What follows belongs to an exercise in optimizing a design on an open flow for small area and a short achievable clock period; a production flow would make more cautious choices.
Only simulation tests tie the RTL to the original design; equivalence was not proved.

v13:
Design advanced_hybrid_controller_fixed, start of the top module:
module advanced_hybrid_controller_fixed (
    input wire clk,
    input wire rst_n,
    input wire start,
    output wire done,
    output reg tile_start,
    input wire tile_done,
    output reg imc_mode,
    output wire simultaneous_rows,
    output wire [63:0] row_mask,
    input wire [15:0] zero_ops_skipped,
    input wire [15:0] total_ops_executed,
    input wire [15:0] imc_energy_savings,
    input wire [7:0] computation_snr,
    output wire dram_cmd_valid,
    output wire [1:0] dram_cmd_type,
    output wire [15:0] dram_cmd_addr,
    output wire [15:0] dram_write_data,
    output wire dram_accumulate_en,
    output wire [3:0] dram_bank_activate,
    output wire dram_simultaneous_access,
    output reg [1:0] precision_mode,
    output wire sparsity_optimize_en,
    output reg adaptive_imc_en,
    output wire [7:0] system_efficiency,
    output reg [15:0] total_energy_saved,
    output reg snr_too_low
);
Size in the first run: ~1700 cells after synthesis, ~120 flip-flops, ~200 I/O pins, about 14000 um2 of cells after synthesis.
==> module advanced_hybrid_controller_fixed, before the edit <==
module advanced_hybrid_controller_fixed (
    input wire clk,
    input wire rst_n,
    input wire start,
    output wire done,
    output reg tile_start,
    input wire tile_done,
    output reg imc_mode,
    output wire simultaneous_rows,
    output wire [63:0] row_mask,
    input wire [15:0] zero_ops_skipped,
    input wire [15:0] total_ops_executed,
    input wire [15:0] imc_energy_savings,
    input wire [7:0] computation_snr,
    output wire dram_cmd_valid,
    output wire [1:0] dram_cmd_type,
    output wire [15:0] dram_cmd_addr,
    output wire [15:0] dram_write_data,
    output wire dram_accumulate_en,
    output wire [3:0] dram_bank_activate,
    output wire dram_simultaneous_access,
    output reg [1:0] precision_mode,
    output wire sparsity_optimize_en,
    output reg adaptive_imc_en,
    output wire [7:0] system_efficiency,
    output reg [15:0] total_energy_saved,
    output reg snr_too_low
);
    localparam SNR_THRESHOLD_LOW = 40;
    localparam SNR_THRESHOLD_HIGH = 80;
    localparam [2:0] S_IDLE    = 3'b000,
                     S_LOAD    = 3'b001,
                     S_ANALYZE = 3'b011,
                     S_COMPUTE = 3'b010,
                     S_STORE   = 3'b110,
                     S_ADAPT   = 3'b111,
                     S_DONE0   = 3'b101,    
                     S_DONE    = 3'b100;
    reg [2:0] state;
    reg [3:0] cycle_count;
    reg [15:0] total_skipped;
    reg [15:0] total_executed;
    reg [6:0] average_snr;       
    reg start_prev;
    reg rows_hi, rows_lo;
    reg cmd_type0, acc_en;
    reg [6:0] eff;
    assign done = (state == S_DONE);
    assign simultaneous_rows = rows_hi;
    assign row_mask = {{32{rows_hi}}, {32{rows_lo}}};
    assign dram_cmd_type = {1'b0, cmd_type0};
    assign dram_cmd_addr = 16'd0;
    assign dram_write_data = 16'd0;
    assign dram_accumulate_en = acc_en;
    assign dram_simultaneous_access = acc_en;
    assign dram_cmd_valid = ((state == S_ANALYZE) & ~cmd_type0) | (state == S_ADAPT);
    assign dram_bank_activate = {4{acc_en | state[2] | state[1]}};
    assign sparsity_optimize_en = 1'b1;
    wire in_compute = (state == S_COMPUTE);
    wire [15:0] div_a = in_compute ? zero_ops_skipped : total_skipped;
    wire [15:0] div_b = in_compute ? total_ops_executed : total_executed;
    wire div_nz = (|div_a) | (|div_b);
    wire [16:0] div_d;
    wire [23:0] div_rem;
    wire [2:0] div_qh;
    hic_div_a u_div_a (.a(div_a), .b(div_b), .d(div_d), .rem(div_rem), .qh(div_qh));
    reg [16:0] p_d;
    reg [20:2] p_rem;
    reg [2:0] p_qh;
    reg p_nz;
    always @(posedge clk) begin
        p_d <= div_d;
        p_rem <= div_rem[20:2];
        p_qh <= div_qh;
        p_nz <= div_nz;
    end
    wire [3:0] div_ql;
    hic_div_b u_div_b (.d(p_d), .rem({3'd0, p_rem, 2'b00}), .ql(div_ql));
    wire [6:0] q = {p_qh, div_ql};
    wire show_new = (state == S_STORE) & p_nz;
    assign system_efficiency = {1'b0, show_new ? q : eff};
    wire ratio_gt60 = p_nz & (q > 7'd60);
    wire ratio_gt30 = p_nz & (q > 7'd30);
    function [15:0] radd16;
        input [15:0] x;
        input [15:0] y;
        integer k;
        reg c;
        begin
            c = 1'b0;
            for (k = 0; k < 16; k = k + 1) begin
                radd16[k] = x[k] ^ y[k] ^ c;
                c = (x[k] & y[k]) | (c & (x[k] ^ y[k]));
            end
        end
    endfunction
    function [7:0] radd8;
        input [7:0] x;
        input [7:0] y;
        integer k;
        reg c;
        begin
            c = 1'b0;
            for (k = 0; k < 8; k = k + 1) begin
                radd8[k] = x[k] ^ y[k] ^ c;
                c = (x[k] & y[k]) | (c & (x[k] ^ y[k]));
            end
        end
    endfunction
    wire [7:0] snr_sum = radd8({1'b0, average_snr}, computation_snr);
    always @(posedge clk) begin
        if (state == S_IDLE) begin
            cycle_count <= 0;
            total_skipped <= 0;
            total_executed <= 0;
            average_snr <= 100;
        end
        if (in_compute && tile_done) begin
            total_skipped <= radd16(total_skipped, zero_ops_skipped);
            total_executed <= radd16(total_executed, total_ops_executed);
            if (imc_mode) average_snr <= snr_sum[7:1];
        end
        if (state == S_ADAPT) cycle_count <= cycle_count + 1;
    end
    always @(posedge clk or negedge rst_n) begin
        if (!rst_n) begin
            state <= S_IDLE;
            precision_mode <= 2'b10;
            adaptive_imc_en <= 1;
            total_energy_saved <= 0;
            eff <= 0;
            snr_too_low <= 0;
            start_prev <= 0;
            tile_start <= 0;
            imc_mode <= 0;
            rows_hi <= 0;
            rows_lo <= 0;
            cmd_type0 <= 0;
            acc_en <= 0;
        end else begin
            start_prev <= start;
            if (show_new) eff <= q;
            tile_start <= 0;
            case (state)
                S_IDLE: begin
                    if (start) state <= S_LOAD;
                end
                S_LOAD: begin
                    cmd_type0 <= 0;
                    state <= S_ANALYZE;
                end
                S_ANALYZE: begin
                    if (adaptive_imc_en) begin
                        if (ratio_gt60 && average_snr > SNR_THRESHOLD_LOW) begin
                            imc_mode <= 1;
                            rows_hi <= 1;
                            rows_lo <= 1;
                        end else if (ratio_gt30 && average_snr > SNR_THRESHOLD_HIGH) begin
                            imc_mode <= 1;
                            rows_hi <= 0;
                            rows_lo <= 1;
                        end else begin
                            imc_mode <= 0;
                        end
                    end else begin
                        imc_mode <= 1;
                    end
                    tile_start <= 1;
                    state <= S_COMPUTE;
                end
                S_COMPUTE: begin
                    if (tile_done) begin
                        if (imc_mode) begin
                            total_energy_saved <= radd16(total_energy_saved, imc_energy_savings);
                            snr_too_low <= (computation_snr < SNR_THRESHOLD_LOW);
                        end
                        state <= S_STORE;
                    end
                end
                S_STORE: begin
                    cmd_type0 <= 1;
                    acc_en <= 1;
                    state <= S_ADAPT;
                end
                S_ADAPT: begin
                    if (snr_too_low) begin
                        if (precision_mode != 0)
                            precision_mode <= precision_mode - 1;
                        else
                            adaptive_imc_en <= 0;
                    end
                    if (cycle_count > 10) state <= S_DONE0;
                    else state <= S_ANALYZE;
                end
                S_DONE0, S_DONE: begin
                    if (!start && start_prev) state <= S_IDLE;
                    else state <= S_DONE;
                end
                default: state <= S_IDLE;
            endcase
        end
    end
endmodule
export LEC_CHECK = 0
export ABC_AREA = 1
export CAP_MARGIN = 20
export CORE_MARGIN = 2
export CORE_UTILIZATION = 80
export CTS_BUF_LIST = sky130_fd_sc_hd__clkbuf_8
export SLEW_MARGIN = 20
create_clock -name core_clock -period 130.0 [get_ports {clk}]
standard.sh (not shown) runs the stock make flow with config.mk's settings and CLKGATE_MAP_FILE= SYNTH_SCRIPT=/design/flow/synth_recipe.tcl, a recipe that flattens the netlist after the stock synthesis.
==> flow/flow/run.sh <==
#!/bin/bash
# The standard layout, with three changes:
#  - the port buffers are made from the smallest plain buffer
#    (sky130_fd_sc_hd__buf_1) instead of the delay cell buffer_ports picks on
#    its own; every input and output port still gets its buffer;
#  - the constant outputs share synthesis's single tie cell of each kind
#    instead of getting one tie cell each;
#  - clock tree synthesis adds no dummy loads (the tree is otherwise the
#    standard one: same clustering, clkbuf_8 buffers from config.mk).
set -euo pipefail
export BUFFER_PORTS_ARGS="-buffer_cell sky130_fd_sc_hd__buf_1"
export SKIP_REPAIR_TIE_FANOUT=1
export CTS_ARGS="-sink_clustering_enable -repair_clock_nets -dont_use_dummy_load -buf_list sky130_fd_sc_hd__clkbuf_8"
bash standard.sh > standard_flow.log 2>&1
#### Input delta (v36 over v13)
--- a/flow/design.v
+++ b/flow/design.v
@@ -10,11 +10,11 @@
     output wire [63:0] row_mask,
     input wire [15:0] zero_ops_skipped,
     input wire [15:0] total_ops_executed,
     input wire [15:0] imc_energy_savings,
     input wire [7:0] computation_snr,
-    output wire dram_cmd_valid,
+    output reg dram_cmd_valid,
     output wire [1:0] dram_cmd_type,
     output wire [15:0] dram_cmd_addr,
     output wire [15:0] dram_write_data,
     output wire dram_accumulate_en,
     output wire [3:0] dram_bank_activate,
@@ -41,22 +41,21 @@
     reg [15:0] total_skipped;
     reg [15:0] total_executed;
     reg [6:0] average_snr;       
     reg start_prev;
     reg rows_hi, rows_lo;
-    reg cmd_type0, acc_en;
+    reg cmd_type0, bank_act, acc_en;
     reg [6:0] eff;
     assign done = (state == S_DONE);
     assign simultaneous_rows = rows_hi;
     assign row_mask = {{32{rows_hi}}, {32{rows_lo}}};
     assign dram_cmd_type = {1'b0, cmd_type0};
     assign dram_cmd_addr = 16'd0;
     assign dram_write_data = 16'd0;
     assign dram_accumulate_en = acc_en;
     assign dram_simultaneous_access = acc_en;
-    assign dram_cmd_valid = ((state == S_ANALYZE) & ~cmd_type0) | (state == S_ADAPT);
-    assign dram_bank_activate = {4{acc_en | state[2] | state[1]}};
+    assign dram_bank_activate = {4{bank_act}};
     assign sparsity_optimize_en = 1'b1;
     wire in_compute = (state == S_COMPUTE);
     wire [15:0] div_a = in_compute ? zero_ops_skipped : total_skipped;
     wire [15:0] div_b = in_compute ? total_ops_executed : total_executed;
     wire div_nz = (|div_a) | (|div_b);
@@ -75,11 +74,11 @@
         p_nz <= div_nz;
     end
     wire [3:0] div_ql;
     hic_div_b u_div_b (.d(p_d), .rem({3'd0, p_rem, 2'b00}), .ql(div_ql));
     wire [6:0] q = {p_qh, div_ql};
-    wire show_new = (state == S_STORE) & p_nz;
+    reg show_new;
     assign system_efficiency = {1'b0, show_new ? q : eff};
     wire ratio_gt60 = p_nz & (q > 7'd60);
     wire ratio_gt30 = p_nz & (q > 7'd30);
     function [15:0] radd16;
         input [15:0] x;
@@ -127,28 +126,35 @@
             state <= S_IDLE;
             precision_mode <= 2'b10;
             adaptive_imc_en <= 1;
             total_energy_saved <= 0;
             eff <= 0;
+            show_new <= 0;
             snr_too_low <= 0;
             start_prev <= 0;
             tile_start <= 0;
             imc_mode <= 0;
             rows_hi <= 0;
             rows_lo <= 0;
+            dram_cmd_valid <= 0;
             cmd_type0 <= 0;
+            bank_act <= 0;
             acc_en <= 0;
         end else begin
             start_prev <= start;
+            show_new <= in_compute & tile_done & div_nz;
             if (show_new) eff <= q;
             tile_start <= 0;
+            dram_cmd_valid <= 0;
             case (state)
                 S_IDLE: begin
                     if (start) state <= S_LOAD;
                 end
                 S_LOAD: begin
+                    dram_cmd_valid <= 1;
                     cmd_type0 <= 0;
+                    bank_act <= 1;
                     state <= S_ANALYZE;
                 end
                 S_ANALYZE: begin
                     if (adaptive_imc_en) begin
                         if (ratio_gt60 && average_snr > SNR_THRESHOLD_LOW) begin
@@ -176,12 +182,14 @@
                         end
                         state <= S_STORE;
                     end
                 end
                 S_STORE: begin
+                    dram_cmd_valid <= 1;
                     cmd_type0 <= 1;
                     acc_en <= 1;
+                    bank_act <= 1;
                     state <= S_ADAPT;
                 end
                 S_ADAPT: begin
                     if (snr_too_low) begin
                         if (precision_mode != 0)
[summary]
- Timing, DRC, antenna: 0 failures across v13 and v36
- Going from v13 to v36, wire length reported by the detailed router has decreased, placeable core region rose by 2.5%, pin count of the biggest net entering global routing higher.
- NOTE tap cell count v13->v36 increased by a few percent
- v13 → v36: final worst-path cycle share now sits at about the same level, signed area change from the synthesized netlist to the final layout now sits at about the same level.
- More vias were needed by v36 than by v13.

-- what the ideal ports hide --
How much do the figures lean on ideal ports? The routed layouts below were timed once more, with nothing changed but the port constraints.
Step 1 assumes that a clkbuf_16 drives the clock port and a buf_2 every other input.
Step 2 adds t to the input delays and takes it off the output delays; t is the mean of the earliest and latest rising clock arrival at the registers after step 1. Input paths then give back, and output paths get back, about the clock's delay inside the block.
Three values: ideal, step 1, step 2; two values: the first two.
| run | shift t [ns] | slack for setup (ns) | hold slack, ns | worst slew at a driven data input, ns | cell pins on the clock port's net |
|---|---|---|---|---|---|
| v13 | 0.476 | 94.893 / 94.849 / 94.680 | 0.477 / 0.477 / 0.477 | 0.04 | 1 |
| v36 | 0.472 | 95.038 / 94.996 / 95.078 | 0.447 / 0.447 / 0.447 | 0.04 | 1 |
After both steps every run listed still meets setup and hold. For v13, which loses most, drivers alone change the setup slack by -0.044 ns; drivers and shift together by -0.213 ns.
